What follows belongs to an exercise in optimizing a design on an open flow for a short achievable clock period and few clock cycles per item; a production flow would make more cautious choices.
RTL that was checked went through simulation tests only; none was proved equivalent to the original.
For runs 1 to 3, only the layout was checked, not whether the RTL still works.
No activity file was given, so power comes from the tool's default toggle rates.

**flow/run.sh**
```bash
#!/bin/bash
# synth_recipe.tcl (not shown) runs the flow's synth.tcl, then flattens the netlist and writes it again
# the make line also repeats each setting of config.mk as NAME=value (left out here)
make -C /OpenROAD-flow-scripts/flow DESIGN_CONFIG=/design/flow/config.mk WORK_HOME=/design/flow/orfs CLKGATE_MAP_FILE= SYNTH_SCRIPT=/design/flow/synth_recipe.tcl finish
```
**flow/config.mk**
```make
export PLATFORM = sky130hd
export DESIGN_NAME = cpu
export DESIGN_NICKNAME = cpu
export VERILOG_FILES = /design/flow/design.v
export SDC_FILE = /design/flow/constraint.sdc
export NUM_CORES = 8
export LEC_CHECK = 0
export CAP_MARGIN = 20
export CORE_MARGIN = 2
export CORE_UTILIZATION = 40
export SETUP_SLACK_MARGIN = 4.5
export SLEW_MARGIN = 20
```
**flow/constraint.sdc**
```tcl
create_clock -name core_clock -period 7.5 [get_ports {clk}]
set_input_delay 1.5000 -clock core_clock [delete_from_list [all_inputs] [get_ports {clk}]]
set_output_delay 1.5000 -clock core_clock [all_outputs]
set_load 0.01 [all_outputs]
```
**flow/design.v**
```verilog
module cpu(clk, rst, imem_addr, imem_rdata, dmem_addr, dmem_rdata, dmem_we, dmem_wdata);
  input clk;
  input rst;
  output [9:0] imem_addr;
  input [31:0] imem_rdata;
  output [9:0] dmem_addr;
  input [31:0] dmem_rdata;
  output dmem_we;
  output [31:0] dmem_wdata;
  reg [31:0] RF [1:31];
  reg [31:0] wRes, w2Res;      
  reg [4:0] wDest;             
  reg [4:0] eDest;
  reg eSW, eK;
  wire [4:0] eDestV = eK ? 5'd0 : eDest;
  wire eSWV = eSW & ~eK;
  reg [127:0] BHT;             
  reg uV, uInv;
  reg [5:0] uIdx;
  reg [9:0] PC;
  wire [31:0] fI = imem_rdata;
  wire fJ = fI[31:26] == 6'd2;
  wire fBr = fI[31:27] == 5'b00010;
  wire fInv = BHT[{PC[5:0], 1'b1}];
  wire fPT = fBr & (fI[15] ^ fInv);
  wire [9:0] fPC1 = PC + 10'd1;
  wire [10:0] fBTx = {PC, 1'b1} + {fI[9:0], 1'b1};
  wire [9:0] fBT = fBTx[10:1];
  wire [9:0] fNext = fJ ? fI[9:0] : fPT ? fBT : fPC1;
  wire [9:0] fAlt = fPT ? fPC1 : fBT;
  wire [4:0] fRs = fI[25:21], fRt = fI[20:16];
  wire [31:0] fA0 = fRs[2:0] == 3'd0 ? 32'd0 : RF[{2'd0, fRs[2:0]}];
  wire [31:0] fA1 = RF[{2'd1, fRs[2:0]}], fA2 = RF[{2'd2, fRs[2:0]}], fA3 = RF[{2'd3, fRs[2:0]}];
  wire [31:0] fB0 = fRt[2:0] == 3'd0 ? 32'd0 : RF[{2'd0, fRt[2:0]}];
  wire [31:0] fB1 = RF[{2'd1, fRt[2:0]}], fB2 = RF[{2'd2, fRt[2:0]}], fB3 = RF[{2'd3, fRt[2:0]}];
  reg [31:0] dI;
  reg [31:0] dA0, dA1, dA2v, dA3v, dB0, dB1, dB2v, dB3v;
  reg dV, dPT, dA2, dA3, dB2, dB3;
  reg [9:0] dAlt;
  reg [5:0] dIdx;
  wire [5:0] dOp = dI[31:26], dFn = dI[5:0];
  wire [4:0] dRs = dI[25:21], dRt = dI[20:16], dRd = dI[15:11];
  wire dR = dOp == 6'd0;
  wire dSLL = dR & dFn == 6'd0, dSRL = dR & dFn == 6'd2, dADD = dR & dFn == 6'd32,
       dSUB = dR & dFn == 6'd34, dAND = dR & dFn == 6'd36, dOR = dR & dFn == 6'd37,
       dNOR = dR & dFn == 6'd39;
  wire dADDI = dOp == 6'd8, dANDI = dOp == 6'd12, dORI = dOp == 6'd13,
       dLW = dOp == 6'd35, dSW = dOp == 6'd43, dBEQ = dOp == 6'd4, dBNE = dOp == 6'd5;
  wire dRW = dSLL | dSRL | dADD | dSUB | dAND | dOR | dNOR;
  wire dIW = dADDI | dANDI | dORI | dLW;
  wire [4:0] dDest = dRW ? dRd : dIW ? dRt : 5'd0;
  wire dImm = dADDI | dANDI | dORI;
  wire [31:0] dSimm = {{16{dI[15]}}, dI[15:0]};
  wire [31:0] dA = dRs[4:3] == 2'd0 ? dA0 : dRs[4:3] == 2'd1 ? dA1 : dRs[4:3] == 2'd2 ? dA2v : dA3v;
  wire [31:0] dB = dRt[4:3] == 2'd0 ? dB0 : dRt[4:3] == 2'd1 ? dB1 : dRt[4:3] == 2'd2 ? dB2v : dB3v;
  wire [31:0] dAv = dA2 ? wRes : dA3 ? w2Res : dA;
  wire [31:0] dBv = dB2 ? wRes : dB3 ? w2Res : dB;
  wire [9:0] dAddr = dAv[9:0] + dI[11:2];
  wire dMA = eDestV != 5'd0 & eDestV == dRs;
  wire dMB = eDestV != 5'd0 & eDestV == dRt;
  wire dStall = dV & (((dLW | dSW) & dMA) | (dLW & eSWV));
  wire dGo = dV & ~dStall;
  reg eBeq, eBne, ePT, eSt;
  reg [5:0] eIdx;
  reg [9:0] eAlt, eAddr, mAddr;
  reg [31:0] eA, eB, eO2;      
  reg eSub;
  reg [4:0] eSh;
  reg sAdd, sAnd, sOr, sNor, sSll, sSrl, sLw;
  reg sWe;
  reg [31:0] sData;
  wire [32:0] sumx = {eA, 1'b1} + {eO2, eSub};
  wire [31:0] sum = sumx[32:1];
  wire [31:0] res = ({32{sAdd}} & sum) | ({32{sAnd}} & (eA & eO2)) | ({32{sOr}} & (eA | eO2))
                  | ({32{sNor}} & ~(eA | eO2)) | ({32{sSll}} & (eB << eSh))
                  | ({32{sSrl}} & (eB >> eSh)) | ({32{sLw}} & dmem_rdata);
  wire eEq = eA == eB;
  wire eBr = ~eK & (eBeq | eBne);
  wire eTaken = eBeq ? eEq : ~eEq;
  wire eMis = eBr & (eTaken ^ ePT);
  wire [31:0] nA = dMA ? res : dAv;
  wire [31:0] nB = dMB ? res : dBv;
  assign imem_addr = PC;
  assign dmem_addr = mAddr;
  assign dmem_we = sWe;
  assign dmem_wdata = sData;
  always @(posedge clk) begin
    if(rst) begin
      PC <= 10'd0;
      dV <= 1'b0;
      BHT <= 128'd0;
      uV <= 1'b0;
      eDest <= 5'd0;
      eSW <= 1'b0;
      eBeq <= 1'b0;
      eBne <= 1'b0;
      eK <= 1'b0;
      wDest <= 5'd0;
      sWe <= 1'b0;
    end else begin
      if(eMis) begin
        PC <= eAlt;
        dV <= 1'b0;
      end else if(~dStall) begin
        PC <= fNext;
        dV <= 1'b1;
      end
      if(uV) begin
        if(uInv) begin
          if(BHT[{uIdx, 1'b1}] == 1'b0 | BHT[{uIdx, 1'b0}] == 1'b0)
            {BHT[{uIdx, 1'b1}], BHT[{uIdx, 1'b0}]} <= {BHT[{uIdx, 1'b1}], BHT[{uIdx, 1'b0}]} + 2'd1;
        end else begin
          if(BHT[{uIdx, 1'b1}] == 1'b1 | BHT[{uIdx, 1'b0}] == 1'b1)
            {BHT[{uIdx, 1'b1}], BHT[{uIdx, 1'b0}]} <= {BHT[{uIdx, 1'b1}], BHT[{uIdx, 1'b0}]} - 2'd1;
        end
      end
      uV <= eBr;
      eDest <= dGo ? dDest : 5'd0;
      eSW <= dGo & dSW;
      eBeq <= dGo & dBEQ;
      eBne <= dGo & dBNE;
      eK <= eMis;
      wDest <= eDestV;
      sWe <= eSWV;
    end
    uIdx <= eIdx;
    uInv <= eTaken ^ eSt;
    if(~dStall) begin
      dI <= fI;
      dPT <= fPT;
      dAlt <= fAlt;
      dIdx <= PC[5:0];
      dA0 <= fA0; dA1 <= fA1; dA2v <= fA2; dA3v <= fA3;
      dB0 <= fB0; dB1 <= fB1; dB2v <= fB2; dB3v <= fB3;
      dA2 <= eDestV != 5'd0 & eDestV == fRs;
      dB2 <= eDestV != 5'd0 & eDestV == fRt;
      dA3 <= wDest != 5'd0 & wDest == fRs;
      dB3 <= wDest != 5'd0 & wDest == fRt;
    end else begin
      dA0 <= dAv; dA1 <= dAv; dA2v <= dAv; dA3v <= dAv;
      dB0 <= dBv; dB1 <= dBv; dB2v <= dBv; dB3v <= dBv;
      dA2 <= dMA;
      dB2 <= dMB;
      dA3 <= 1'b0;
      dB3 <= 1'b0;
    end
    ePT <= dPT;
    eSt <= dI[15];
    eIdx <= dIdx;
    eAlt <= dAlt;
    eAddr <= dAddr;
    mAddr <= eSWV ? eAddr : dAddr;
    eA <= nA;
    eB <= nB;
    eO2 <= dImm ? dSimm : nB ^ {32{dSUB}};
    eSub <= dSUB;
    eSh <= dI[10:6];
    sAdd <= dADD | dSUB | dADDI;
    sAnd <= dAND | dANDI;
    sOr <= dOR | dORI;
    sNor <= dNOR;
    sSll <= dSLL;
    sSrl <= dSRL;
    sLw <= dLW;
    sData <= eB;
    wRes <= res;
    w2Res <= wRes;
    if(wDest != 5'd0) RF[wDest] <= wRes;
  end
endmodule
```
==> results.py, run 1 <==
metrics = {
    "yosys": {
        "ys_ff_latch": 1557,
        "most_repeated_cell_in_the_gate_level_netlist_after_synthesis": "sky130_fd_sc_hd__edfxtp_1",
        "post-synth-top-area-cell": "sky130_fd_sc_hd__edfxtp_1",
        "synth_enable_flop_cells": 1035,
        "dominantRegCellSynth": "sky130_fd_sc_hd__edfxtp_1",
        "yosysUniqueCellTypes": 91,
        "ys_seq_area_share_pct": 57.4,
        "yosysTopAreaCellShare_pct": 43.0,
        "syn_inst": 4929,
        "syn-cell-area_um2": 72300,
        "synth.top_cells.by_area": "sky130_fd_sc_hd__edfxtp_1 43%, sky130_fd_sc_hd__mux4_2 17%, sky130_fd_sc_hd__dfxtp_1 14%",
        "ys_top_cells_by_count": "1035 x sky130_fd_sc_hd__edfxtp_1, 556 x sky130_fd_sc_hd__mux4_2, 522 x sky130_fd_sc_hd__dfxtp_1",
        "number_of_warning_messages_in_the_yosys_log": 1,
        "async_reset_ff_share_pct": 0,
        "synthesis.area_per_instance_um2": 14.7,
    },
    "outcome": {
        "run_status": "complete, no violations",
    },
    "clock_tree": {
        "cell_at_the_root_of_the_clock_tree": "sky130_fd_sc_hd__clkbuf_16",
        "cts_max_path_buffers": 3,
        "tritoncts": "yes",
        "clock_sinks": 1557,
        "cts-hold-fix-buffers": 0,
        "deepest_level_of_the_cts_h_tree": 4,
        "clk_pin_slew_worst_paths_ps": 70,
        "inserted_clock_buffers": 161,
        "clock_latency_ps": 820,
    },
    "layout": {
        "fillCellCount": 15600,
        "largest_register_ffs": 992,
        "finish.net_count": 5276,
        "seqCellArea_um2": 41700,
        "fin_area_um2": 85100,
        "post_route_cells_drive_above_1_share_pct": 28.9,
        "multi_input_comb_area_um2": 30500,
        "synthToLayoutAreaGrowth_pct": 17.6,
        "max_flop_register": "RF",
    },
    "setup_path": {
        "arrival_ps": 4070,
        "critPathMaxFanout": 5,
        "r2r-end": "mAddr[8]",
        "reg2reg_depth": 18,
        "critPathLaunchType": "flop",
        "regToRegSetupSlack_ps": 4130,
        "critical_path.startpoint": "dI[24]",
        "regToRegStartpoint": "dI[24]",
        "endpoint": "mAddr[8]",
        "cp-end-kind": "flop",
        "crit_required_ps": 8190,
        "criticalPathCategory": "reg -> reg",
    },
    "pwr": {
        "power.density_nw_per_um2": 241,
        "power.ir.vdd_worst_mv": 0.179,
        "power_leakage_nw": 30.1,
        "total_power_w": 0.0205,
    },
    "placed_design": {
        "place.gp.congestion": 1.03,
        "detailed_place.area_um2": 76200,
        "count_of_input_and_output_buffers": 118,
        "dp_hpwl_mm": 144,
    },
    "die": {
        "ios": 119,
        "dieWidth_um": 429,
        "die-area_um2": 184000,
        "initial_core_util_pct": 40.2,
        "row_count": 156,
        "floorplan.die.height_um": 429,
        "std_cell_core_area_um2": 180000,
    },
    "sta": {
        "tns_ps": 0,
        "layout_worst_path_cycle_share_pct": 45.0,
        "hold_violations": 0,
        "slew_violations": 0,
        "max_slew_headroom_pct": 25.1,
        "achievable-frequency_ghz": 0.296,
        "finClkSkew_ps": 29.7,
        "grt_setup_unrepaired": "true",
        "setup-violations-final": 0,
        "worst-slew-pin-transition_ps": 1120,
        "fin_crit_ps": 3370,
    },
    "detailed_routing": {
        "drtPass1Iterations": 6,
        "drt-wirelength-per-cell_um": 32.2,
        "drt_first_iter_violations": 5866,
        "route.vias.total": 47600,
        "drc": 0,
        "postRouteAntennaNets": 0,
        "viasPerCell": 6.24,
        "totalWireLength_mm": 246,
    },
    "grt": {
        "grt_pass1_vias": 46300,
        "grt_use_total_pct": 26.0,
        "grt_pass1_wl_mm": 343,
        "maximum_number_of_pins_on_one_net_before_global_route_repair": 122,
        "gr_ovfl_total": 0,
        "antenna_found_initial": 8,
    },
    "worst_hold_path": {
        "worst_hold_class": "reg -> reg",
        "worstHoldStart": "dAlt[7]",
    },
    "job": {
        "cap_violations": 0,
    },
}
[critical path: stages (launching register included)]
cell and delay, ps:
sky130_fd_sc_hd__edfxtp_1 400, sky130_fd_sc_hd__buf_12 150, sky130_fd_sc_hd__mux4_2 490, sky130_fd_sc_hd__mux2i_1 140
sky130_fd_sc_hd__nor2_1 80, sky130_fd_sc_hd__a21oi_4 260, sky130_fd_sc_hd__inv_2 100, sky130_fd_sc_hd__ha_4 170
sky130_fd_sc_hd__inv_2 50, sky130_fd_sc_hd__fa_2 200, sky130_fd_sc_hd__nor2b_1 50, sky130_fd_sc_hd__o21ai_1 160
sky130_fd_sc_hd__a21boi_1 110, sky130_fd_sc_hd__o21ai_1 130, sky130_fd_sc_hd__nand2b_1 90, sky130_fd_sc_hd__a21o_1 180
sky130_fd_sc_hd__a21oi_2 130, sky130_fd_sc_hd__xnor2_1 80, sky130_fd_sc_hd__mux2_2 260
[cell usage in the layout (no fill, tap or decap), types with 17 or more instances in the layout]
master,count
sky130_fd_sc_hd__a211oi_1,78
sky130_fd_sc_hd__a21oi_1,386
sky130_fd_sc_hd__a21oi_2,41
sky130_fd_sc_hd__a22oi_1,23
sky130_fd_sc_hd__and2_1,65
sky130_fd_sc_hd__and3_1,21
sky130_fd_sc_hd__buf_12,27
sky130_fd_sc_hd__buf_4,212
sky130_fd_sc_hd__buf_6,22
sky130_fd_sc_hd__clkbuf_1,56
sky130_fd_sc_hd__clkbuf_16,175
sky130_fd_sc_hd__clkdlybuf4s50_1,52
sky130_fd_sc_hd__clkinv_1,19
sky130_fd_sc_hd__clkinv_2,17
sky130_fd_sc_hd__dfxtp_1,431
sky130_fd_sc_hd__dfxtp_2,68
sky130_fd_sc_hd__dfxtp_4,23
sky130_fd_sc_hd__dlygate4sd2_1,39
sky130_fd_sc_hd__edfxtp_1,1035
sky130_fd_sc_hd__ha_1,50
sky130_fd_sc_hd__ha_4,21
sky130_fd_sc_hd__inv_1,117
sky130_fd_sc_hd__mux2_2,37
sky130_fd_sc_hd__mux2i_1,421
sky130_fd_sc_hd__mux4_2,559
sky130_fd_sc_hd__nand2_1,123
sky130_fd_sc_hd__nand3_1,39
sky130_fd_sc_hd__nor2_1,263
sky130_fd_sc_hd__nor2_4,36
sky130_fd_sc_hd__nor3_1,26
sky130_fd_sc_hd__o21a_1,17
sky130_fd_sc_hd__o21ai_0,51
sky130_fd_sc_hd__o21ai_1,32
sky130_fd_sc_hd__o22ai_1,73
sky130_fd_sc_hd__xnor2_1,58
sky130_fd_sc_hd__xor2_1,54
[how the worst min path moves through the flow]
stage,endpoint,slack (ps),cells after the start
floorplan,eAlt[0],320,0
finish,eAlt[7],340,0
global placement,eAlt[0],320,0
detailed placement,eAlt[7],330,0
CTS,eAlt[0],340,0
global route,eAlt[7],350,0
[per-layer routing]
metal	share of wire, %	GRT usage, %
met5	0.019	0
met4	5.3	11.9
met3	8.2	4.31
met2	46	41.0
met1	40	35.2
[kinds of logic (layout without fill, tap and decap cells)]
group	count (synthesis)	count (layout)	share of synthesized area [%]
compound gates	914	914	7.87
mux	1040	1040	24.3
fa+ha+maj	86	86	1.52
buf+inv	507	843	2.86
xor+xnor	121	121	1.47
other cells	0	4	0
simple gates	704	704	4.57
flops	1557	1557	57.4
[area by class of cell]
class,instances,area share [%]
sequential,1557,49.0
multi-input combinational,2865,35.8
clock buffer,240,5.46
timing repair buffer,402,4.91
tap,2370,3.49
inverter,135,0.650
clock inverter,64,0.613
timing repair inverter,2,0.0162
antenna,4,0.0118
[stage by stage]
step	std cells	hold WS, ps	setup slack, ps	util (%)
finish	7639	343	4130	47.2
floorplan	4929	323	3880	-
detailed placement	7150	329	2910	42.3
global placement	7150	325	3000	42.3
CTS	7569	342	4180	46.4
global route	7635	352	3990	47.2
[power breakdown]
group	switching (W)	internal (W)	leakage (nW)
registers	0.000303	0.00941	14.0
clock network	0.00345	0.00445	2.51
logic	0.00160	0.00125	13.6
total	0.00535	0.0151	30.1
[timing repair]
action	4_1_cts	5_1_grt
cloned	9	8
resized for setup	382	191
setup endpoints to repair	554	266
endpoints found under the hold margin	0	0
buffers inserted	106	56
pin swaps	62	82
==> run 2, diff against run 1 <==
--- a/flow/design.v
+++ b/flow/design.v
@@ -25,6 +25,6 @@
   wire fPT = fBr & (fI[15] ^ fInv);
   wire [9:0] fPC1 = PC + 10'd1;
-  wire [10:0] fBTx = {PC, 1'b1} + {fI[9:0], 1'b1};
-  wire [9:0] fBT = fBTx[10:1];
+  wire [9:0] fBT;
+  add10c u_fbt(.a(PC), .b(fI[9:0]), .ci(1'b1), .s(fBT));
   wire [9:0] fNext = fJ ? fI[9:0] : fPT ? fBT : fPC1;
   wire [9:0] fAlt = fPT ? fPC1 : fBT;
@@ -56,5 +56,6 @@
   wire [31:0] dAv = dA2 ? wRes : dA3 ? w2Res : dA;
   wire [31:0] dBv = dB2 ? wRes : dB3 ? w2Res : dB;
-  wire [9:0] dAddr = dAv[9:0] + dI[11:2];
+  wire [9:0] dAddr;
+  add10c u_addr(.a(dAv[9:0]), .b(dI[11:2]), .ci(1'b0), .s(dAddr));
   wire dMA = eDestV != 5'd0 & eDestV == dRs;
   wire dMB = eDestV != 5'd0 & eDestV == dRt;
@@ -169,2 +170,9 @@
   end
 endmodule
+module add10c(a, b, ci, s);
+  input [9:0] a, b;
+  input ci;
+  output [9:0] s;
+  wire [10:0] x = {a, 1'b1} + {b, ci};
+  assign s = x[10:1];
+endmodule
--- a/flow/config.mk
+++ b/flow/config.mk
@@ -11,2 +11,3 @@
 export SETUP_SLACK_MARGIN = 4.5
 export SLEW_MARGIN = 20
+export SYNTH_HIERARCHICAL = 1
==> results.py, run 2 <==
metrics = {
    "detailed_routing": {
        "postRouteAntennaNets": 0,
        "route.vias.total": 48600,
        "drc": 0,
        "totalWireLength_mm": 251,
        "drt-wirelength-per-cell_um": 32.0,
        "viasPerCell": 6.21,
        "drtPass1Iterations": 6,
        "drt_first_iter_violations": 5884,
    },
    "clock_tree": {
        "deepest_level_of_the_cts_h_tree": 4,
        "cell_at_the_root_of_the_clock_tree": "sky130_fd_sc_hd__clkbuf_16",
        "clk_pin_slew_worst_paths_ps": 60,
        "clock_latency_ps": 840,
        "inserted_clock_buffers": 164,
        "cts_max_path_buffers": 3,
        "clock_sinks": 1557,
        "tritoncts": "yes",
    },
    "die": {
        "floorplan.die.height_um": 431,
        "initial_core_util_pct": 40.4,
        "row_count": 156,
        "die-area_um2": 186000,
        "ios": 119,
        "std_cell_core_area_um2": 181000,
        "dieWidth_um": 431,
    },
    "yosys": {
        "post-synth-top-area-cell": "sky130_fd_sc_hd__edfxtp_1",
        "synth.top_cells.by_area": "sky130_fd_sc_hd__edfxtp_1 43%, sky130_fd_sc_hd__mux4_2 17%, sky130_fd_sc_hd__dfxtp_1 14%",
        "dominantRegCellSynth": "sky130_fd_sc_hd__edfxtp_1",
        "synthesis.area_per_instance_um2": 14.4,
        "number_of_warning_messages_in_the_yosys_log": 7,
        "ys_seq_area_share_pct": 56.8,
        "yosysUniqueCellTypes": 95,
        "yosysTopAreaCellShare_pct": 42.5,
        "ys_top_cells_by_count": "1035 x sky130_fd_sc_hd__edfxtp_1, 543 x sky130_fd_sc_hd__mux4_2, 522 x sky130_fd_sc_hd__dfxtp_1",
        "synth_enable_flop_cells": 1035,
        "async_reset_ff_share_pct": 0,
        "syn_inst": 5080,
        "ys_ff_latch": 1557,
        "most_repeated_cell_in_the_gate_level_netlist_after_synthesis": "sky130_fd_sc_hd__edfxtp_1",
        "syn-cell-area_um2": 73100,
    },
    "setup_path": {
        "cp-end-kind": "flop",
        "critPathMaxFanout": 4,
        "critPathLaunchType": "flop",
        "criticalPathCategory": "reg -> reg",
        "crit_required_ps": 8260,
        "reg2reg_depth": 13,
        "arrival_ps": 3910,
        "regToRegSetupSlack_ps": 4350,
        "regToRegStartpoint": "eA[1]",
        "r2r-end": "eA[30]",
    },
    "layout": {
        "largest_register_ffs": 992,
        "finalNonFillerCells": 7820,
        "synthToLayoutAreaGrowth_pct": 18.9,
        "post_route_cells_drive_above_1_share_pct": 30.0,
        "max_flop_register": "RF",
        "final_common_cell": "sky130_fd_sc_hd__edfxtp_1",
        "finish.net_count": 5459,
        "final_cell_mix": "1035 x sky130_fd_sc_hd__edfxtp_1, 547 x sky130_fd_sc_hd__mux4_2, 428 x sky130_fd_sc_hd__mux2i_1",
    },
    "sta": {
        "slew_violations": 0,
        "layout_worst_path_cycle_share_pct": 41.9,
        "grt_setup_unrepaired": "true",
        "hold_violations": 0,
        "achievable-frequency_ghz": 0.318,
        "tns_ps": 0,
        "fin_crit_ps": 3150,
        "setup-violations-final": 0,
        "max_slew_headroom_pct": 23.9,
        "finClkSkew_ps": 34.5,
        "worst-slew-pin-transition_ps": 1140,
    },
    "grt": {
        "grt_pass1_wl_mm": 351,
        "gr_ovfl_total": 0,
        "grt_pass1_vias": 47500,
        "grt_use_total_pct": 26.3,
        "antenna_found_initial": 12,
        "maximum_number_of_pins_on_one_net_before_global_route_repair": 102,
    },
    "placed_design": {
        "count_of_input_and_output_buffers": 118,
        "dp_hpwl_mm": 153,
        "numPlacedInstances": 7287,
        "place.gp.congestion": 1.01,
    },
    "job": {
        "cap_violations": 0,
    },
    "worst_hold_path": {
        "worstHoldEndpoint": "eAlt[6]",
        "worstHoldStart": "dAlt[6]",
        "worst_hold_class": "reg -> reg",
        "worstHoldPathCells": 0,
    },
    "outcome": {
        "run_status": "complete, no violations",
    },
    "pwr": {
        "power.density_nw_per_um2": 242,
        "power.ir.vdd_worst_mv": 0.255,
        "power_leakage_nw": 31.0,
    },
}
==> run 2: cell count changes after synthesis, sizes merged, moves of 13 or more <==
cell	delta
mux2i	+24
and2	-55
a21oi	+22
o211ai	+15
nand2	+46
and3	+43
clkbuf	+13
nor2	+49
==> run 2: stage by stage <==
stage	instance area (µm²)	total power, W	worst slack [ps]	hold slack (ps)	utilization (%)
6_report	86900	0.0210	4350	342	48.0
3_3_place_gp	76800	0.0124	3190	324	42.4
5_1_grt	86900	0.0216	4240	350	48.0
3_5_place_dp	76800	0.0124	3300	327	42.4
4_1_cts	85000	0.0208	4330	344	47.0
2_1_floorplan	73300	0.0114	4230	323	-
==> run 2: worst max-delay path, stage by stage, from the launching register on <==
cell,delay [ps]
sky130_fd_sc_hd__dfxtp_4,380
sky130_fd_sc_hd__inv_1,70
sky130_fd_sc_hd__ha_4,210
sky130_fd_sc_hd__o211ai_1,290
sky130_fd_sc_hd__o21ai_4,120
sky130_fd_sc_hd__o2111ai_4,310
sky130_fd_sc_hd__nand2_4,110
sky130_fd_sc_hd__o211ai_4,300
sky130_fd_sc_hd__a211o_1,250
sky130_fd_sc_hd__or4b_4,490
sky130_fd_sc_hd__o311ai_4,160
sky130_fd_sc_hd__buf_6,190
sky130_fd_sc_hd__nor2_2,30
sky130_fd_sc_hd__a21oi_1,130
==> run 2: modules after synthesis, one instance, submodules excluded <==
module / flip-flops and latches / cells inside
add10c: 0 / 61
cpu: 1557 / 4958
==> run 2: worst max-delay path by stage <==
stage                       start        to  slack [ps]  cells after the start
detailed placement         dI[24]  mAddr[7]        3300                     13
global placement           eSh[1]    eO2[3]        3190                     10
CTS                         eA[8]   eO2[29]        4330                     13
floorplan           imem_rdata[0]     PC[7]        4230                     12
global route               dI[24]  mAddr[6]        4240                     14
finish                      eA[1]    eA[30]        4350                     13
==> run 2: final cells by class <==
type,count,area [µm²]
fillers,15500,94300
flip-flops and latches,1557,41700
multi-input cells,3001,31500
repair buffers,447,4740
clock buffers,244,4720
well taps,2370,2970
clock inverters,61,669
inverters,136,561
diodes,4,10.0
==> run 2: cells by family after synthesis <==
logic type,synth area share (%)
flops,56.8
mux,24.1
compound gates,7.95
simple gates,4.92
buf+inv,3.10
xor+xnor,1.58
fa+ha+maj,1.50
other cells,0.0103
==> run 2: repair_timing <==
item | CTS | global route
pin swaps | 74 | 94
resized for setup | 455 | 230
endpoints found under the setup margin | 521 | 284
setup buffers | 117 | 86
gates cloned | 14 | 7
hold endpoints to repair | 0 | 0
hold buffers | 0 | 0
==> run 2: where the power goes <==
part | leakage (nW) | internal, W | switching [W]
Clock | 2.63 | 0.00464 | 0.00353
Sequential | 14.0 | 0.00942 | 0.000331
Combinational | 14.4 | 0.00138 | 0.00171
==> run 2: metal layers <==
metal / vias up / wire length, µm / global-route usage (%)
li1: 20400 / - / -
met1: 25200 / 97600 / 34.5
met2: 2453 / 119000 / 42.7
met3: 525 / 21300 / 5.04
met4: 4 / 12300 / 11.5
met5: - / 21 / 0
==> run 3, diff against run 2 <==
--- a/flow/design.v
+++ b/flow/design.v
@@ -37,4 +37,6 @@
   reg [31:0] dA0, dA1, dA2v, dA3v, dB0, dB1, dB2v, dB3v;
   reg dV, dPT, dA2, dA3, dB2, dB3;
+  reg [3:0] gA, gB;            
+  reg dStall;                  
   reg [9:0] dAlt;
   reg [5:0] dIdx;
@@ -52,6 +54,6 @@
   wire dImm = dADDI | dANDI | dORI;
   wire [31:0] dSimm = {{16{dI[15]}}, dI[15:0]};
-  wire [31:0] dA = dRs[4:3] == 2'd0 ? dA0 : dRs[4:3] == 2'd1 ? dA1 : dRs[4:3] == 2'd2 ? dA2v : dA3v;
-  wire [31:0] dB = dRt[4:3] == 2'd0 ? dB0 : dRt[4:3] == 2'd1 ? dB1 : dRt[4:3] == 2'd2 ? dB2v : dB3v;
+  wire [31:0] dA = ({32{gA[0]}} & dA0) | ({32{gA[1]}} & dA1) | ({32{gA[2]}} & dA2v) | ({32{gA[3]}} & dA3v);
+  wire [31:0] dB = ({32{gB[0]}} & dB0) | ({32{gB[1]}} & dB1) | ({32{gB[2]}} & dB2v) | ({32{gB[3]}} & dB3v);
   wire [31:0] dAv = dA2 ? wRes : dA3 ? w2Res : dA;
   wire [31:0] dBv = dB2 ? wRes : dB3 ? w2Res : dB;
@@ -60,6 +62,7 @@
   wire dMA = eDestV != 5'd0 & eDestV == dRs;
   wire dMB = eDestV != 5'd0 & eDestV == dRt;
-  wire dStall = dV & (((dLW | dSW) & dMA) | (dLW & eSWV));
   wire dGo = dV & ~dStall;
+  wire fLW = fI[31:26] == 6'd35, fMem = fLW | fI[31:26] == 6'd43;
+  wire fStall = (fMem & dGo & dDest != 5'd0 & dDest == fRs) | (fLW & dGo & dSW);
   reg eBeq, eBne, ePT, eSt;
   reg [5:0] eIdx;
@@ -97,4 +100,5 @@
       eBne <= 1'b0;
       eK <= 1'b0;
+      dStall <= 1'b0;
       wDest <= 5'd0;
       sWe <= 1'b0;
@@ -122,4 +126,5 @@
       eBne <= dGo & dBNE;
       eK <= eMis;
+      dStall <= ~eMis & ~dStall & fStall;
       wDest <= eDestV;
       sWe <= eSWV;
@@ -132,4 +137,6 @@
       dAlt <= fAlt;
       dIdx <= PC[5:0];
+      gA <= 4'd1 << fI[25:24];
+      gB <= 4'd1 << fI[20:19];
       dA0 <= fA0; dA1 <= fA1; dA2v <= fA2; dA3v <= fA3;
       dB0 <= fB0; dB1 <= fB1; dB2v <= fB2; dB3v <= fB3;
==> results.py, run 3 <==
metrics = {
    "sta": {
        "achievable-frequency_ghz": 0.329,
        "max_slew_headroom_pct": 23.5,
        "tns_ps": 0,
        "finClkSkew_ps": 35.2,
        "layout_worst_path_cycle_share_pct": 40.6,
        "slew_violations": 0,
        "hold_violations": 0,
        "setup-violations-final": 0,
        "fin_crit_ps": 3040,
        "grt_setup_unrepaired": "true",
        "worst-slew-pin-transition_ps": 1150,
    },
    "yosys": {
        "dominantRegCellSynth": "sky130_fd_sc_hd__edfxtp_1",
        "async_reset_ff_share_pct": 0,
        "number_of_warning_messages_in_the_yosys_log": 7,
        "synth_enable_flop_cells": 1043,
        "yosysUniqueCellTypes": 91,
        "ys_ff_latch": 1566,
        "post-synth-top-area-cell": "sky130_fd_sc_hd__edfxtp_1",
        "syn-cell-area_um2": 73400,
        "synth.top_cells.by_area": "sky130_fd_sc_hd__edfxtp_1 43%, sky130_fd_sc_hd__mux4_2 16%, sky130_fd_sc_hd__dfxtp_1 14%",
        "ys_top_cells_by_count": "1043 x sky130_fd_sc_hd__edfxtp_1, 523 x sky130_fd_sc_hd__dfxtp_1, 520 x sky130_fd_sc_hd__mux4_2",
        "yosysTopAreaCellShare_pct": 42.7,
        "most_repeated_cell_in_the_gate_level_netlist_after_synthesis": "sky130_fd_sc_hd__edfxtp_1",
        "synthesis.area_per_instance_um2": 14.3,
        "ys_seq_area_share_pct": 57.0,
        "syn_inst": 5136,
    },
    "layout": {
        "synthToLayoutAreaGrowth_pct": 16.9,
        "fin_area_um2": 85800,
        "post_route_cells_drive_above_1_share_pct": 26.9,
        "max_flop_register": "RF",
        "finish.net_count": 5445,
        "largest_register_ffs": 992,
        "final_common_cell": "sky130_fd_sc_hd__edfxtp_1",
        "final_cell_mix": "1043 x sky130_fd_sc_hd__edfxtp_1, 524 x sky130_fd_sc_hd__mux4_2, 435 x sky130_fd_sc_hd__dfxtp_1",
    },
    "grt": {
        "gr_ovfl_total": 0,
        "maximum_number_of_pins_on_one_net_before_global_route_repair": 161,
        "grt_use_total_pct": 26.3,
        "grt_pass1_vias": 48300,
        "grt_pass1_wl_mm": 353,
        "antenna_found_initial": 5,
    },
    "setup_path": {
        "cpMaxStageDelayCell": "sky130_fd_sc_hd__mux4_2",
        "regToRegSetupSlack_ps": 4460,
        "criticalPathCategory": "reg -> reg",
        "r2r-end": "eO2[27]",
        "timing.critical_path.slowest_cell_delay_ps": 560,
        "reg2reg_depth": 8,
        "cp-end-kind": "flop",
        "arrival_ps": 3710,
        "cp_num_cells": 8,
        "regToRegStartpoint": "eB[10]",
        "critPathMaxFanout": 14,
        "critPathMostFrequentCell": "sky130_fd_sc_hd__a21oi_1",
        "path_delay_family": "compound AO/OA/AOI/OAI gates",
        "critPathLaunchType": "flop",
        "path_cells": "mux4_2, mux2i_2, nor2_1, a21oi_1, o221ai_1, o41a_1, xnor2_1, a21oi_1",
        "cp_num_buf_inv": 0,
        "crit_required_ps": 8160,
    },
    "detailed_routing": {
        "route.vias.total": 49400,
        "drt-wirelength-per-cell_um": 32.1,
        "postRouteAntennaNets": 0,
        "totalWireLength_mm": 251,
        "drc": 0,
        "drtPass1Iterations": 6,
        "drt_first_iter_violations": 6138,
        "viasPerCell": 6.32,
    },
    "placed_design": {
        "place.gp.congestion": 0.962,
        "count_of_input_and_output_buffers": 118,
        "detailed_place.area_um2": 77200,
        "dp_hpwl_mm": 144,
    },
    "worst_hold_path": {
        "worstHoldStart": "dAlt[4]",
        "worst_hold_class": "reg -> reg",
        "worstHoldEndpoint": "eAlt[4]",
        "worstHoldPathCells": 0,
    },
    "clock_tree": {
        "clock_sinks": 1566,
        "clock_latency_ps": 820,
        "deepest_level_of_the_cts_h_tree": 4,
        "tritoncts": "yes",
        "clk_pin_slew_worst_paths_ps": 70,
        "cts_max_path_buffers": 3,
        "cts-hold-fix-buffers": 0,
        "inserted_clock_buffers": 163,
        "cell_at_the_root_of_the_clock_tree": "sky130_fd_sc_hd__clkbuf_16",
    },
    "die": {
        "floorplan.die.height_um": 432,
        "die-area_um2": 187000,
        "std_cell_core_area_um2": 183000,
        "ios": 119,
        "dieWidth_um": 432,
        "row_count": 157,
        "initial_core_util_pct": 40.2,
    },
    "job": {
        "cap_violations": 0,
    },
    "pwr": {
        "power.ir.vdd_worst_mv": 0.229,
        "power_leakage_nw": 30.5,
        "power.density_nw_per_um2": 240,
        "total_power_w": 0.0206,
    },
    "outcome": {
        "run_status": "complete, no violations",
    },
}
-- run 3: power by group --
part / total (W) / internal (W) / switching [W]
Combinational: 0.00267 / 0.00117 / 0.00150
Sequential: 0.00974 / 0.00945 / 0.000287
Clock: 0.00820 / 0.00471 / 0.00349
-- run 3: timing repair --
action | 4_1_cts | 5_1_grt
setup endpoints to repair | 426 | 140
cloned | 8 | 3
pin swaps | 36 | 61
gates resized for setup | 334 | 179
buffers inserted | 82 | 64
-- run 3: worst max-delay path by stage --
stage               endpoint  slack, ps           from
floorplan              PC[7]       4230  imem_rdata[0]
global placement       PC[7]       3280  imem_rdata[0]
detailed placement     PC[7]       3330  imem_rdata[0]
CTS                  eO2[14]       4450         eSh[0]
global route         eO2[29]       4400           eSub
finish               eO2[27]       4460         eB[10]
-- run 3: kinds of logic (layout without fill, tap and decap cells) --
group	count (synthesis)	count (layout)	synth area share (%)
flip-flops	1566	1566	57.0
adder cells (fa/ha/maj)	86	86	1.50
AND/OR/NAND/NOR	766	766	4.66
other	2	5	0.0102
buffers and inverters	539	834	3.07
XOR/XNOR	131	131	1.56
multiplexers	947	947	22.0
AO/OA/AOI/OAI	1099	1099	10.2
-- run 3: per-stage QoR --
| step | cells | utilization [%] | hold WS [ps] | setup slack, ps |
|---|---|---|---|---|
| after floorplan | 5138 | - | 323 | 4230 |
| after global placement | 7356 | 42.3 | 325 | 3280 |
| after detailed placement | 7356 | 42.3 | 327 | 3330 |
| after CTS | 7751 | 46.3 | 340 | 4450 |
| after global routing | 7818 | 47.0 | 344 | 4400 |
| final | 7819 | 47.0 | 339 | 4460 |
-- run 3: layout make-up --
| class | instances | area (µm²) |
|---|---|---|
| Antenna cell | 1 | 2.50 |
| Clock buffer | 241 | 4780 |
| Clock inverter | 64 | 622 |
| Fill cell | 15800 | 96900 |
| Inverter | 133 | 556 |
| Multi-Input combinational cell | 3033 | 30900 |
| Sequential cell | 1566 | 42000 |
| Tap cell | 2385 | 2980 |
| Timing Repair Buffer | 396 | 4020 |
-- run 3: modules after synthesis, one instance, submodules excluded --
| module | cells inside | flops+latches | copies in the design |
|---|---|---|---|
| add10c | 61 | 0 | 2 |
| cpu | 5014 | 1566 | 1 |
-- run 3: layer usage --
| layer | vias to the layer above | global-route usage [%] | wire [µm] |
|---|---|---|---|
| li1 | 20600 | - | - |
| met1 | 25700 | 34.8 | 98300 |
| met2 | 2644 | 41.8 | 118000 |
| met3 | 564 | 5.52 | 22800 |
| met4 | 4 | 11.5 | 11700 |
| met5 | - | 0 | 22 |
==> run 4, diff against run 3 <==
--- a/flow/design.v
+++ b/flow/design.v
@@ -15,5 +15,6 @@
   wire [4:0] eDestV = eK ? 5'd0 : eDest;
   wire eSWV = eSW & ~eK;
-  reg [127:0] BHT;             
+  reg [63:0] bhtH, bhtL;
+  integer k;
   reg uV, uInv;
   reg [5:0] uIdx;
@@ -22,5 +23,5 @@
   wire fJ = fI[31:26] == 6'd2;
   wire fBr = fI[31:27] == 5'b00010;
-  wire fInv = BHT[{PC[5:0], 1'b1}];
+  wire fInv = bhtH[PC[5:0]];
   wire fPT = fBr & (fI[15] ^ fInv);
   wire [9:0] fPC1 = PC + 10'd1;
@@ -93,5 +94,6 @@
       PC <= 10'd0;
       dV <= 1'b0;
-      BHT <= 128'd0;
+      bhtH <= 64'd0;
+      bhtL <= 64'd0;
       uV <= 1'b0;
       eDest <= 5'd0;
@@ -111,13 +113,9 @@
         dV <= 1'b1;
       end
-      if(uV) begin
-        if(uInv) begin
-          if(BHT[{uIdx, 1'b1}] == 1'b0 | BHT[{uIdx, 1'b0}] == 1'b0)
-            {BHT[{uIdx, 1'b1}], BHT[{uIdx, 1'b0}]} <= {BHT[{uIdx, 1'b1}], BHT[{uIdx, 1'b0}]} + 2'd1;
-        end else begin
-          if(BHT[{uIdx, 1'b1}] == 1'b1 | BHT[{uIdx, 1'b0}] == 1'b1)
-            {BHT[{uIdx, 1'b1}], BHT[{uIdx, 1'b0}]} <= {BHT[{uIdx, 1'b1}], BHT[{uIdx, 1'b0}]} - 2'd1;
+      for(k = 0; k < 64; k = k + 1)
+        if(uV & uIdx == k) begin
+          bhtH[k] <= uInv ? bhtH[k] | bhtL[k] : bhtH[k] & bhtL[k];
+          bhtL[k] <= uInv ? ~bhtL[k] | bhtH[k] : ~bhtL[k] & bhtH[k];
         end
-      end
       uV <= eBr;
       eDest <= dGo ? dDest : 5'd0;
==> results.py, run 4 <==
metrics = {
    "outcome": {
        "run_status": "complete, no violations",
    },
    "detailed_routing": {
        "drtPass1Iterations": 6,
        "postRouteAntennaNets": 0,
        "route.vias.total": 55500,
        "viasPerCell": 6.26,
        "drt_first_iter_violations": 6880,
        "drt-wirelength-per-cell_um": 30.0,
        "totalWireLength_mm": 266,
        "drc": 0,
    },
    "grt": {
        "grt_pass1_vias": 53300,
        "grt_use_total_pct": 25.2,
        "gr_ovfl_total": 0,
        "antenna_found_initial": 15,
        "grt_pass1_wl_mm": 376,
        "maximum_number_of_pins_on_one_net_before_global_route_repair": 157,
    },
    "sta": {
        "layout_worst_path_cycle_share_pct": 40.7,
        "grt_setup_unrepaired": "true",
        "achievable-frequency_ghz": 0.328,
        "slew_violations": 0,
        "finClkSkew_ps": 71.8,
        "worst-slew-pin-transition_ps": 1150,
        "max_slew_headroom_pct": 23.2,
        "tns_ps": 0,
        "hold_violations": 0,
        "fin_crit_ps": 3050,
        "setup-violations-final": 0,
    },
    "setup_path": {
        "critPathLaunchType": "flop",
        "crit_required_ps": 8190,
        "cp_num_buf_inv": 2,
        "criticalPathCategory": "reg -> reg",
        "critPathMaxFanout": 33,
        "cp_num_cells": 8,
        "cpMaxStageDelayCell": "sky130_fd_sc_hd__inv_1",
        "timing.critical_path.slowest_cell_delay_ps": 660,
        "cp-end-kind": "flop",
        "reg2reg_depth": 8,
        "path_delay_family": "buffers and inverters",
        "path_cells": "buf_4, inv_1, nor3_1, a211oi_1, o21ai_1, a21o_2, nor2_1, a21oi_1",
        "arrival_ps": 3740,
        "regToRegSetupSlack_ps": 4450,
    },
    "clock_tree": {
        "cts_max_path_buffers": 3,
        "cell_at_the_root_of_the_clock_tree": "sky130_fd_sc_hd__clkbuf_16",
        "clk_pin_slew_worst_paths_ps": 70,
        "cts-hold-fix-buffers": 0,
        "clock_latency_ps": 860,
        "clock_sinks": 1715,
        "deepest_level_of_the_cts_h_tree": 4,
        "inserted_clock_buffers": 179,
        "tritoncts": "yes",
    },
    "die": {
        "floorplan.die.height_um": 452,
        "initial_core_util_pct": 40.2,
        "die-area_um2": 204000,
        "dieWidth_um": 452,
        "std_cell_core_area_um2": 199000,
        "ios": 119,
        "row_count": 164,
    },
    "pwr": {
        "cellInternalPower_w": 0.0170,
        "power_frac_comb_pct": 12.1,
        "power_leakage_nw": 33.0,
        "p_sw_share_pct": 25.5,
        "power.ir.vdd_worst_mv": 0.193,
        "power.density_nw_per_um2": 244,
        "switching_power_w": 0.00581,
        "total_power_w": 0.0228,
        "clockPowerShare_pct": 41.5,
        "power_frac_seq_pct": 46.4,
    },
    "yosys": {
        "syn_inst": 5922,
        "async_reset_ff_share_pct": 0,
        "ys_ff_latch": 1715,
        "synthesis.area_per_instance_um2": 13.5,
        "dominantRegCellSynth": "sky130_fd_sc_hd__edfxtp_1",
        "yosysUniqueCellTypes": 98,
        "synth_enable_flop_cells": 1049,
        "most_repeated_cell_in_the_gate_level_netlist_after_synthesis": "sky130_fd_sc_hd__edfxtp_1",
        "ys_seq_area_share_pct": 55.9,
        "synth.top_cells.by_area": "sky130_fd_sc_hd__edfxtp_1 39%, sky130_fd_sc_hd__dfxtp_1 17%, sky130_fd_sc_hd__mux4_2 15%",
        "number_of_warning_messages_in_the_yosys_log": 7,
        "yosysTopAreaCellShare_pct": 39.3,
        "syn-cell-area_um2": 80200,
        "ys_top_cells_by_count": "1049 x sky130_fd_sc_hd__edfxtp_1, 666 x sky130_fd_sc_hd__dfxtp_1, 542 x sky130_fd_sc_hd__mux4_2",
        "post-synth-top-area-cell": "sky130_fd_sc_hd__edfxtp_1",
    },
    "layout": {
        "post_route_cells_drive_above_1_share_pct": 24.6,
        "final_common_cell": "sky130_fd_sc_hd__edfxtp_1",
        "final_cell_mix": "1049 x sky130_fd_sc_hd__edfxtp_1, 584 x sky130_fd_sc_hd__dfxtp_1, 544 x sky130_fd_sc_hd__mux4_2",
        "largest_register_ffs": 992,
        "max_flop_register": "RF",
        "largest_registers": "RF (992), bhtH (64), bhtL (64)",
        "finish.net_count": 6190,
        "synthToLayoutAreaGrowth_pct": 16.4,
    },
    "placed_design": {
        "dp_hpwl_mm": 157,
        "count_of_input_and_output_buffers": 118,
        "place.gp.congestion": 0.971,
    },
    "worst_hold_path": {
        "worstHoldPathCells": 0,
        "worst_hold_class": "reg -> reg",
    },
    "job": {
        "cap_violations": 0,
    },
}
## run 4: cell count changes in the layout (fill, tap and decap cells not counted), sizes merged, moves of 56 or more
cell	previous run	this run
and3	8	68
a21oi	270	382
dfxtp	523	666
nand2	201	280
nor2	342	398
## run 4: cells by family after synthesis
family	after synthesis	share of synthesized area (%)
flip-flops	1715	55.9
AO/OA/AOI/OAI	1412	12.0
AND/OR/NAND/NOR	1050	6.05
multiplexers	949	20.5
buffers and inverters	582	2.87
XOR/XNOR	126	1.38
adder cells (fa/ha/maj)	86	1.37
other	2	0.00937
## run 4: layout make-up
cell class / count / area, µm²
Antenna cell: 8 / 20.0
Clock buffer: 260 / 5250
Clock inverter: 80 / 1080
Fill cell: 17400 / 106000
Inverter: 140 / 568
Multi-Input combinational cell: 3629 / 34400
Sequential cell: 1715 / 45000
Tap cell: 2656 / 3320
Timing Repair Buffer: 372 / 3770
Timing Repair inverter: 1 / 8.76
## run 4: power by group through the flow
stage	Clock [W]	Sequential [W]	Combinational (W)
4_1_cts	0.00956	0.0105	0.00257
2_1_floorplan	0	0.0106	0.00164
5_1_grt	0.00993	0.0106	0.00289
6_report	0.00945	0.0106	0.00275
3_3_place_gp	0	0.0108	0.00239
3_5_place_dp	0	0.0108	0.00239
## run 4: what timing repair did
item	in CTS	in global routing
endpoints found under the hold margin	0	0
setup buffers	70	54
endpoints found under the setup margin	356	149
gates cloned	9	7
pin swaps	28	39
gates resized for setup	301	145
## run 4: worst reg2reg max path: stages, from the launching register on
cell and delay, ps:
sky130_fd_sc_hd__dfxtp_1 310, sky130_fd_sc_hd__buf_4 490, sky130_fd_sc_hd__inv_1 670, sky130_fd_sc_hd__nor3_1 510
sky130_fd_sc_hd__a211oi_1 90, sky130_fd_sc_hd__o21ai_1 200, sky130_fd_sc_hd__a21o_2 210, sky130_fd_sc_hd__nor2_1 50
sky130_fd_sc_hd__a21oi_1 370
## run 4: through the flow
stage          util (%)  cell area, µm²  cells  setup WS, ps  hold WS [ps]
4_1_cts            46.2           92200   8792          4250           326
3_5_place_dp       42.2           84300   8373          3350           312
2_1_floorplan         -           80400   5924          4410           310
5_1_grt            46.8           93300   8858          4380           332
3_3_place_gp       42.2           84200   8372          3360           311
6_report           46.8           93400   8861          4450           327
## run 4: worst paths after layout
check	from	endpoint
max	sAdd	eB[23]
min	eIdx[1]	uIdx[1]
max reg2reg	sAdd	eB[23]
min reg2reg	eIdx[1]	uIdx[1]
## run 4: routing by layer
metal	global-route usage, %	wire length [µm]	part of all wire, %
met2	39.9	123000	46
met3	4.77	25200	9.5
met1	34.2	106000	40
met5	0	22	0.0083
met4	10.3	11200	4.2
## run 4: per-module statistics from Yosys (local to each module, per instance)
module | cells inside | times used | cell area [µm²]
cpu | 5800 | 1 | 79300
add10c | 61 | 2 | 440
Testbench counts of run 4, summed over its fixed seeds: cycles 47,280, instructions 44,290.
==> run 5, diff against run 4 <==
==> flow/flow/run.sh (new file) <==
#!/bin/bash
# The standard layout (standard.sh) with these changes:
# - synthesis leaves Yosys's adders to ABC instead of mapping them to the
#   library's full/half-adder cells, and ABC maps for delay with its classic
#   mapper (flow/abc.script) instead of ORFS's speed script;
set -o pipefail
export ADDER_MAP_FILE=
export MY_ABC_SCRIPT=$PWD/flow/abc.script
# The standard flow's synthesis script with the ABC script replaced
{ head -n 1 synth_recipe.tcl
  cat <<'EOT'
proc abc {args} {
  set i [lsearch -exact $args -script]
  if {$i >= 0} { set args [lreplace $args $i [expr {$i + 1}] -script $::env(MY_ABC_SCRIPT)] }
  yosys abc {*}$args
}
EOT
  tail -n +2 synth_recipe.tcl; } > flow_synth.tcl
bash standard.sh SYNTH_SCRIPT=$PWD/flow_synth.tcl SETUP_SLACK_MARGIN=5 finish 2>&1 | tee standard.log
==> flow/flow/abc.script (new file) <==
strash
map -D 300
buffer -c
topo
stime -c
upsize -c
dnsize -c
==> flow/standard.sh (new file) <==
#!/bin/bash
# synth_recipe.tcl (not shown) runs the flow's synth.tcl, then flattens the netlist and writes it again
# the make line also repeats each setting of config.mk as NAME=value (left out here)
make -C /OpenROAD-flow-scripts/flow DESIGN_CONFIG=/design/flow/config.mk WORK_HOME=/design/flow/orfs CLKGATE_MAP_FILE= SYNTH_SCRIPT=/design/flow/synth_recipe.tcl "${@:-finish}"
--- a/flow/config.mk
+++ b/flow/config.mk
@@ -9,5 +9,5 @@
 export CORE_MARGIN = 2
 export CORE_UTILIZATION = 40
-export SETUP_SLACK_MARGIN = 4.5
+export SETUP_SLACK_MARGIN = 5
 export SLEW_MARGIN = 20
 export SYNTH_HIERARCHICAL = 1
removed: flow/run.sh
==> results.py, run 5 <==
metrics = {
    "outcome": {
        "run_status": "complete, no violations",
    },
    "sta": {
        "worst-slew-pin-transition_ps": 1080,
        "tns_ps": 0,
        "slew_violations": 0,
        "layout_worst_path_cycle_share_pct": 39.5,
        "achievable-frequency_ghz": 0.337,
        "setup-violations-final": 0,
        "finClkSkew_ps": 68.6,
        "max_slew_headroom_pct": 28.0,
        "grt_setup_unrepaired": "true",
        "hold_violations": 0,
        "fin_crit_ps": 2970,
    },
    "clock_tree": {
        "clk_pin_slew_worst_paths_ps": 60,
        "inserted_clock_buffers": 188,
        "cts_max_path_buffers": 3,
        "deepest_level_of_the_cts_h_tree": 4,
        "cts-hold-fix-buffers": 0,
        "clock_sinks": 1715,
        "tritoncts": "yes",
        "cell_at_the_root_of_the_clock_tree": "sky130_fd_sc_hd__clkbuf_16",
        "clock_latency_ps": 880,
    },
    "setup_path": {
        "critPathMaxFanout": 2,
        "reg2reg_depth": 17,
        "r2r-end": "PC[5]",
        "path_cells": "buf_12, buf_6",
        "regToRegStartpoint": "PC[0]",
        "cp-end-kind": "primary output",
        "critPathLaunchType": "flop",
        "critical_path.startpoint": "PC[2]",
        "crit_required_ps": 6000,
        "endpoint": "imem_addr[2]",
        "criticalPathCategory": "reg -> out",
        "cpMaxStageDelayCell": "sky130_fd_sc_hd__dfxtp_4",
        "arrival_ps": 1470,
        "regToRegSetupSlack_ps": 4570,
        "timing.critical_path.slowest_cell_delay_ps": 360,
    },
    "yosys": {
        "synth_enable_flop_cells": 1049,
        "async_reset_ff_share_pct": 0,
        "yosysUniqueCellTypes": 69,
        "ys_top_cells_by_count": "2533 x sky130_fd_sc_hd__nand2_1, 1457 x sky130_fd_sc_hd__o21ai_0, 1049 x sky130_fd_sc_hd__edfxtp_1",
        "synth_compound_gate_area_share_pct": 17.0,
        "ys_ff_latch": 1715,
        "yosys-mux-area-fraction_pct": 3.30,
        "yosysTopAreaCellShare_pct": 36.9,
        "syn-cell-area_um2": 85300,
        "synthXorXnorAreaFrac_pct": 1.00,
        "most_repeated_cell_in_the_gate_level_netlist_after_synthesis": "sky130_fd_sc_hd__nand2_1",
        "synthesis.area_per_instance_um2": 8.33,
        "ys_seq_area_share_pct": 52.5,
        "dominantRegCellSynth": "sky130_fd_sc_hd__edfxtp_1",
        "synth_adder_area_share_pct": 1.49,
        "synth.top_cells.by_area": "sky130_fd_sc_hd__edfxtp_1 37%, sky130_fd_sc_hd__dfxtp_1 16%, sky130_fd_sc_hd__nand2_1 11%",
        "number_of_warning_messages_in_the_yosys_log": 7,
        "synth_top_family_by_area": "simple AND/OR/NAND/NOR gates",
        "syn_inst": 10300,
        "synth_simple_gate_area_share_pct": 18.1,
        "post-synth-top-area-cell": "sky130_fd_sc_hd__edfxtp_1",
    },
    "layout": {
        "largest_register_ffs": 992,
        "post_route_cells_drive_above_1_share_pct": 20.1,
        "finish.net_count": 10600,
        "max_flop_register": "RF",
        "synthToLayoutAreaGrowth_pct": 25.3,
        "fin_area_um2": 107000,
        "layout.core_utilization_pct": 50.4,
        "fillCellCount": 19200,
        "finalNonFillerCells": 13500,
        "final_common_cell": "sky130_fd_sc_hd__nand2_1",
        "final_cell_mix": "2282 x sky130_fd_sc_hd__nand2_1, 1049 x sky130_fd_sc_hd__edfxtp_1, 992 x sky130_fd_sc_hd__o21ai_0",
        "largest_registers": "RF (992), bhtH (64), bhtL (64)",
    },
    "detailed_routing": {
        "drtPass1Iterations": 6,
        "drt-wirelength-per-cell_um": 24.4,
        "totalWireLength_mm": 331,
        "route.vias.total": 77600,
        "viasPerCell": 5.73,
        "postRouteAntennaNets": 0,
        "drt_first_iter_violations": 8581,
        "drc": 0,
    },
    "die": {
        "std_cell_core_area_um2": 212000,
        "floorplan.die.height_um": 466,
        "die-area_um2": 217000,
        "initial_core_util_pct": 40.2,
        "dieWidth_um": 466,
        "row_count": 169,
        "ios": 119,
    },
    "grt": {
        "grt_util_met1_pct": 38.6,
        "grt_use_met3_pct": 5.98,
        "antenna_found_initial": 14,
        "gr_ovfl_total": 0,
        "grt_pass1_vias": 72500,
        "grt_use_total_pct": 28.8,
        "maximum_number_of_pins_on_one_net_before_global_route_repair": 123,
        "grt_pass1_wl_mm": 471,
        "globalRouteMet2Util_pct": 45.0,
        "global_route.peak_usage_layer": "met2",
    },
    "job": {
        "cap_violations": 0,
    },
    "placed_design": {
        "numPlacedInstances": 12700,
        "count_of_input_and_output_buffers": 118,
        "dp_hpwl_mm": 191,
        "place.gp.congestion": 0.979,
        "detailed_place.area_um2": 89800,
    },
    "pwr": {
        "power_leakage_nw": 41.7,
        "power.ir.vdd_worst_mv": 0.219,
        "total_power_w": 0.0236,
        "power.density_nw_per_um2": 221,
    },
    "worst_hold_path": {
        "worst_hold_class": "reg -> reg",
    },
}
## run 5: worst max-delay path: cells and delay by family (launching register included)
family	cells	cell delay, ps
buf+inv	2	240
flops	1	360
## run 5: worst min-delay path by stage
stage,to,slack [ps],cells after the start,start
after global routing,uIdx[3],340,0,eIdx[3]
after global placement,uIdx[0],310,0,eIdx[0]
after CTS,eAlt[7],330,0,dAlt[7]
final,uIdx[1],330,0,eIdx[1]
after floorplan,uIdx[0],310,0,eIdx[0]
after detailed placement,uIdx[3],310,0,eIdx[3]
## run 5: cell families after synthesis
family | Yosys count
other | 2
AOI/OAI and AO/OA | 2733
buffers and inverters | 1470
xor gates and xnor gates | 94
DFF | 1715
muxes | 281
adders and majority gates | 127
and+or+nand+nor | 3828
## run 5: cell type report
cell class	instances	area (µm²)	share of cell area [%]
flip-flops and latches	1715	45200	42.2
clock inverters	80	792	0.740
repair buffers	730	8110	7.58
multi-input cells	7073	40500	37.8
well taps	2821	3530	3.30
inverters	841	3360	3.14
diodes	4	10.0	0.00936
repair inverters	6	66.3	0.0620
clock buffers	277	5460	5.11
## run 5: what timing repair did
action | CTS | global route
cloned | 36 | 9
pin swaps | 289 | 319
setup endpoints to repair | 1074 | 926
setup buffers | 294 | 122
resized for setup | 1484 | 605
## run 5: report_power, final
| part | switching (W) | internal [W] |
|---|---|---|
| logic | 0.00231 | 0.00145 |
| registers | 0.000279 | 0.0103 |
| clock network | 0.00410 | 0.00521 |
## run 5: layer usage
metal  part of all wire (%)  up-vias
li1                       -    35400
met2                     45     3918
met3                     10      848
met1                     40    37300
met4                    4.8       10
met5                  0.019        -
## run 5: Yosys stat by module, one instance, submodules excluded
module | cells | cell area [µm²] | flip-flops and latches | copies in the design
add10c | 136 | 727 | 0 | 2
cpu | 9978 | 83900 | 1715 | 1
## run 5: metrics by stage
step                      hold WS, ps  setup slack, ps
final                             329             4530
after global routing              335             4490
after CTS                         328             4490
after detailed placement          314             3070
after global placement            313             3040
after floorplan                   310             4710
==> run 6, diff against run 5 <==
--- a/flow/design.v
+++ b/flow/design.v
@@ -15,19 +15,21 @@
   wire [4:0] eDestV = eK ? 5'd0 : eDest;
   wire eSWV = eSW & ~eK;
-  reg [63:0] bhtH, bhtL;
+  reg [15:0] bhtH, bhtL;
   integer k;
   reg uV, uInv;
-  reg [5:0] uIdx;
+  reg [3:0] uIdx;
   reg [9:0] PC;
   wire [31:0] fI = imem_rdata;
   wire fJ = fI[31:26] == 6'd2;
   wire fBr = fI[31:27] == 5'b00010;
-  wire fInv = bhtH[PC[5:0]];
+  wire fInv = bhtH[PC[3:0]];
   wire fPT = fBr & (fI[15] ^ fInv);
   wire [9:0] fPC1 = PC + 10'd1;
   wire [9:0] fBT;
   add10c u_fbt(.a(PC), .b(fI[9:0]), .ci(1'b1), .s(fBT));
-  wire [9:0] fNext = fJ ? fI[9:0] : fPT ? fBT : fPC1;
-  wire [9:0] fAlt = fPT ? fPC1 : fBT;
+  wire [9:0] fNext0 = fJ ? fI[9:0] : fBr & fI[15] ? fBT : fPC1;
+  wire [9:0] fNext1 = fJ ? fI[9:0] : fBr & ~fI[15] ? fBT : fPC1;
+  wire [9:0] fNext = fInv ? fNext1 : fNext0;
+  wire [9:0] fAlt = fInv ^ fI[15] ? fPC1 : fBT;
   wire [4:0] fRs = fI[25:21], fRt = fI[20:16];
   wire [31:0] fA0 = fRs[2:0] == 3'd0 ? 32'd0 : RF[{2'd0, fRs[2:0]}];
@@ -41,5 +43,5 @@
   reg dStall;                  
   reg [9:0] dAlt;
-  reg [5:0] dIdx;
+  reg [3:0] dIdx;
   wire [5:0] dOp = dI[31:26], dFn = dI[5:0];
   wire [4:0] dRs = dI[25:21], dRt = dI[20:16], dRd = dI[15:11];
@@ -67,5 +69,5 @@
   wire fStall = (fMem & dGo & dDest != 5'd0 & dDest == fRs) | (fLW & dGo & dSW);
   reg eBeq, eBne, ePT, eSt;
-  reg [5:0] eIdx;
+  reg [3:0] eIdx;
   reg [9:0] eAlt, eAddr, mAddr;
   reg [31:0] eA, eB, eO2;      
@@ -94,6 +96,6 @@
       PC <= 10'd0;
       dV <= 1'b0;
-      bhtH <= 64'd0;
-      bhtL <= 64'd0;
+      bhtH <= 16'd0;
+      bhtL <= 16'd0;
       uV <= 1'b0;
       eDest <= 5'd0;
@@ -113,5 +115,5 @@
         dV <= 1'b1;
       end
-      for(k = 0; k < 64; k = k + 1)
+      for(k = 0; k < 16; k = k + 1)
         if(uV & uIdx == k) begin
           bhtH[k] <= uInv ? bhtH[k] | bhtL[k] : bhtH[k] & bhtL[k];
@@ -134,5 +136,5 @@
       dPT <= fPT;
       dAlt <= fAlt;
-      dIdx <= PC[5:0];
+      dIdx <= PC[3:0];
       gA <= 4'd1 << fI[25:24];
       gB <= 4'd1 << fI[20:19];
==> results.py, run 6 <==
metrics = {
    "setup_path": {
        "cpMaxStageDelayCell": "sky130_fd_sc_hd__dfxtp_4",
        "crit_required_ps": 6000,
        "cp_num_cells": 2,
        "timing.critical_path.slowest_cell_delay_ps": 350,
        "critPathLaunchType": "flop",
        "criticalPathCategory": "reg -> out",
        "critical_path.startpoint": "PC[0]",
        "r2r-end": "eO2[18]",
        "reg2reg_depth": 15,
        "cp-end-kind": "primary output",
        "path_delay_family": "flip-flops",
        "path_cells": "buf_12, buf_6",
        "regToRegSetupSlack_ps": 4670,
        "endpoint": "imem_addr[0]",
        "regToRegStartpoint": "eA[12]",
        "arrival_ps": 1430,
        "critPathMaxFanout": 2,
        "cp_num_buf_inv": 2,
    },
    "detailed_routing": {
        "postRouteAntennaNets": 0,
        "route.vias.total": 72800,
        "drc": 0,
        "drt-wirelength-per-cell_um": 24.9,
        "drtPass1Iterations": 7,
        "viasPerCell": 5.74,
        "totalWireLength_mm": 316,
        "drt_first_iter_violations": 8387,
    },
    "layout": {
        "seqCellArea_um2": 43100,
        "synthToLayoutAreaGrowth_pct": 25.3,
        "finalNonFillerCells": 12700,
        "post_route_cells_drive_above_1_share_pct": 21.1,
        "fin_area_um2": 101000,
        "multi_input_comb_area_um2": 38200,
        "finish.net_count": 9928,
        "largest_register_ffs": 992,
        "max_flop_register": "RF",
        "final_cell_mix": "2064 x sky130_fd_sc_hd__nand2_1, 1047 x sky130_fd_sc_hd__edfxtp_1, 985 x sky130_fd_sc_hd__o21ai_0",
        "final_common_cell": "sky130_fd_sc_hd__nand2_1",
        "fillCellCount": 18200,
    },
    "die": {
        "die-area_um2": 205000,
        "std_cell_core_area_um2": 200000,
        "initial_core_util_pct": 40.3,
        "floorplan.die.height_um": 453,
        "row_count": 164,
        "dieWidth_um": 453,
        "ios": 119,
    },
    "grt": {
        "antenna_found_initial": 23,
        "grt_pass1_wl_mm": 446,
        "grt_use_total_pct": 29.3,
        "grt_pass1_vias": 67500,
        "maximum_number_of_pins_on_one_net_before_global_route_repair": 160,
        "gr_ovfl_total": 0,
    },
    "sta": {
        "finClkSkew_ps": 42.7,
        "layout_worst_path_cycle_share_pct": 39.1,
        "fin_crit_ps": 2930,
        "max_slew_headroom_pct": 28.6,
        "hold_violations": 0,
        "tns_ps": 0,
        "timing.final.ws_setup_ps": 4570,
        "slew_violations": 0,
        "grt_setup_unrepaired": "true",
        "achievable-frequency_ghz": 0.341,
        "worst-slew-pin-transition_ps": 1070,
        "setup-violations-final": 0,
    },
    "placed_design": {
        "count_of_input_and_output_buffers": 118,
        "dp_hpwl_mm": 184,
        "detailed_place.area_um2": 85200,
        "place.gp.congestion": 0.962,
        "numPlacedInstances": 11900,
        "dp_slack_ps": 3220,
    },
    "yosys": {
        "syn-cell-area_um2": 80600,
        "number_of_warning_messages_in_the_yosys_log": 7,
        "synthesis.area_per_instance_um2": 8.41,
        "synth.top_cells.by_area": "sky130_fd_sc_hd__edfxtp_1 39%, sky130_fd_sc_hd__dfxtp_1 14%, sky130_fd_sc_hd__nand2_1 11%",
        "yosysUniqueCellTypes": 77,
        "most_repeated_cell_in_the_gate_level_netlist_after_synthesis": "sky130_fd_sc_hd__nand2_1",
        "ys_seq_area_share_pct": 53.1,
        "synth_enable_flop_cells": 1047,
        "ys_top_cells_by_count": "2318 x sky130_fd_sc_hd__nand2_1, 1490 x sky130_fd_sc_hd__o21ai_0, 1047 x sky130_fd_sc_hd__edfxtp_1",
        "post-synth-top-area-cell": "sky130_fd_sc_hd__edfxtp_1",
        "dominantRegCellSynth": "sky130_fd_sc_hd__edfxtp_1",
        "yosysTopAreaCellShare_pct": 39.0,
        "ys_ff_latch": 1613,
        "syn_inst": 9583,
        "async_reset_ff_share_pct": 0,
    },
    "pwr": {
        "power.ir.vdd_worst_mv": 0.269,
        "power.density_nw_per_um2": 220,
        "power_leakage_nw": 40.2,
    },
    "clock_tree": {
        "cts-hold-fix-buffers": 0,
        "clock_sinks": 1613,
        "deepest_level_of_the_cts_h_tree": 4,
        "cts_max_path_buffers": 3,
        "clk_pin_slew_worst_paths_ps": 60,
        "tritoncts": "yes",
        "inserted_clock_buffers": 176,
        "clock_latency_ps": 860,
        "cell_at_the_root_of_the_clock_tree": "sky130_fd_sc_hd__clkbuf_16",
    },
    "job": {
        "cap_violations": 0,
    },
    "outcome": {
        "run_status": "complete, no violations",
    },
    "worst_hold_path": {
        "worst_hold_class": "reg -> reg",
    },
}
-- run 6: cell types whose count changed after synthesis, sizes merged, moves of 18 or more --
cell   delta
buf      -27
nand2   -216
inv      -74
nand4    +18
dfxtp   -100
a21oi   -136
nor3     -53
o21ai    +43
maj3     -87
-- run 6: worst min-delay path by stage --
stage	startpoint	end	slack [ps]	depth (start not counted)
5_1_grt	eIdx[1]	uIdx[1]	340	0
2_1_floorplan	eIdx[0]	uIdx[0]	310	0
6_report	eIdx[0]	uIdx[0]	330	0
3_5_place_dp	eIdx[0]	uIdx[0]	320	0
3_3_place_gp	eIdx[0]	uIdx[0]	310	0
4_1_cts	eIdx[0]	uIdx[0]	330	0
-- run 6: per-module statistics from Yosys (local to each module, per instance) --
module  cells inside  cell area, µm²  flip-flops and latches
add10c           136             727                       0
cpu             9311           79200                    1613
-- run 6: through the flow --
| stage | total power [W] | util [%] | hold WS [ps] |
|---|---|---|---|
| floorplan | 0.0117 | - | 310 |
| global placement | 0.0126 | 42.5 | 313 |
| detailed placement | 0.0126 | 42.6 | 318 |
| CTS | 0.0219 | 48.6 | 332 |
| global route | 0.0229 | 50.5 | 341 |
| finish | 0.0222 | 50.5 | 329 |
-- run 6: area by class of cell --
| class | count | area share [%] |
|---|---|---|
| inverters | 758 | 3.00 |
| well taps | 2656 | 3.29 |
| multi-input cells | 6634 | 37.8 |
| flip-flops and latches | 1613 | 42.7 |
| diodes | 10 | 0.0248 |
| clock buffers | 271 | 5.14 |
| repair buffers | 676 | 7.42 |
| repair inverters | 3 | 0.0260 |
| clock inverters | 62 | 0.602 |
-- run 6: kinds of logic (layout without fill, tap and decap cells) --
kind of cell / Yosys count / in the layout / share of synthesized area [%]
AND/OR/NAND/NOR: 3570 / 3574 / 18.0
AO/OA/AOI/OAI: 2636 / 2636 / 17.5
flip-flops: 1613 / 1613 / 53.1
buffers and inverters: 1347 / 1770 / 6.34
multiplexers: 285 / 285 / 3.54
XOR/XNOR: 90 / 91 / 1.05
adder cells (fa/ha/maj): 40 / 40 / 0.506
other: 2 / 18 / 0.00932
-- run 6: repair_timing --
action | CTS | global route
pin swaps | 277 | 375
gates resized for setup | 1452 | 635
setup buffers | 239 | 116
endpoints found under the setup margin | 1212 | 834
gates cloned | 24 | 15
-- run 6: metal layers --
layer  part of all wire, %  vias up  track usage (%)
met5                0.0022        -                0
met4                   4.5        2             12.5
met3                   9.7      753             5.78
met2                    45     3534             46.0
met1                    41    35300             39.3
li1                      -    33300                -
-- run 6: where the power goes --
group | internal (W) | switching [W] | leakage, nW
sequential | 0.00972 | 0.000293 | 14.4
clock | 0.00498 | 0.00376 | 2.85
combinational | 0.00130 | 0.00218 | 22.9
total | 0.0160 | 0.00624 | 40.2
Testbench counts of run 6, summed over its fixed seeds: cycles 47,280, instructions 44,290.

## what the ideal ports hide
In the flow no input, the clock included, has a driving cell. The finished layouts below were timed again as built, in two steps. Step 1, drivers: a clkbuf_16 drives clk and a buf_2 each remaining input, both assumed. Step 2 also shifts input and output timing later by t, the mid clock arrival at the registers, as if the neighbouring blocks saw the same clock. a / b / c = ideal / step 1 / step 2; a / b = the first two.
run | shift t [ns] | slack for setup (ns)
run 1 | 0.898 | 4.127 / 4.127 / 3.604
run 2 | 0.917 | 4.354 / 4.354 / 3.737
run 3 | 0.897 | 4.457 / 4.455 / 3.624
run 4 | 0.905 | 4.450 / 4.450 / 3.579
run 5 | 0.941 | 4.534 / 4.444 / 3.814
run 6 | 0.927 | 4.565 / 4.477 / 3.914
After both steps every run listed still meets setup and hold.
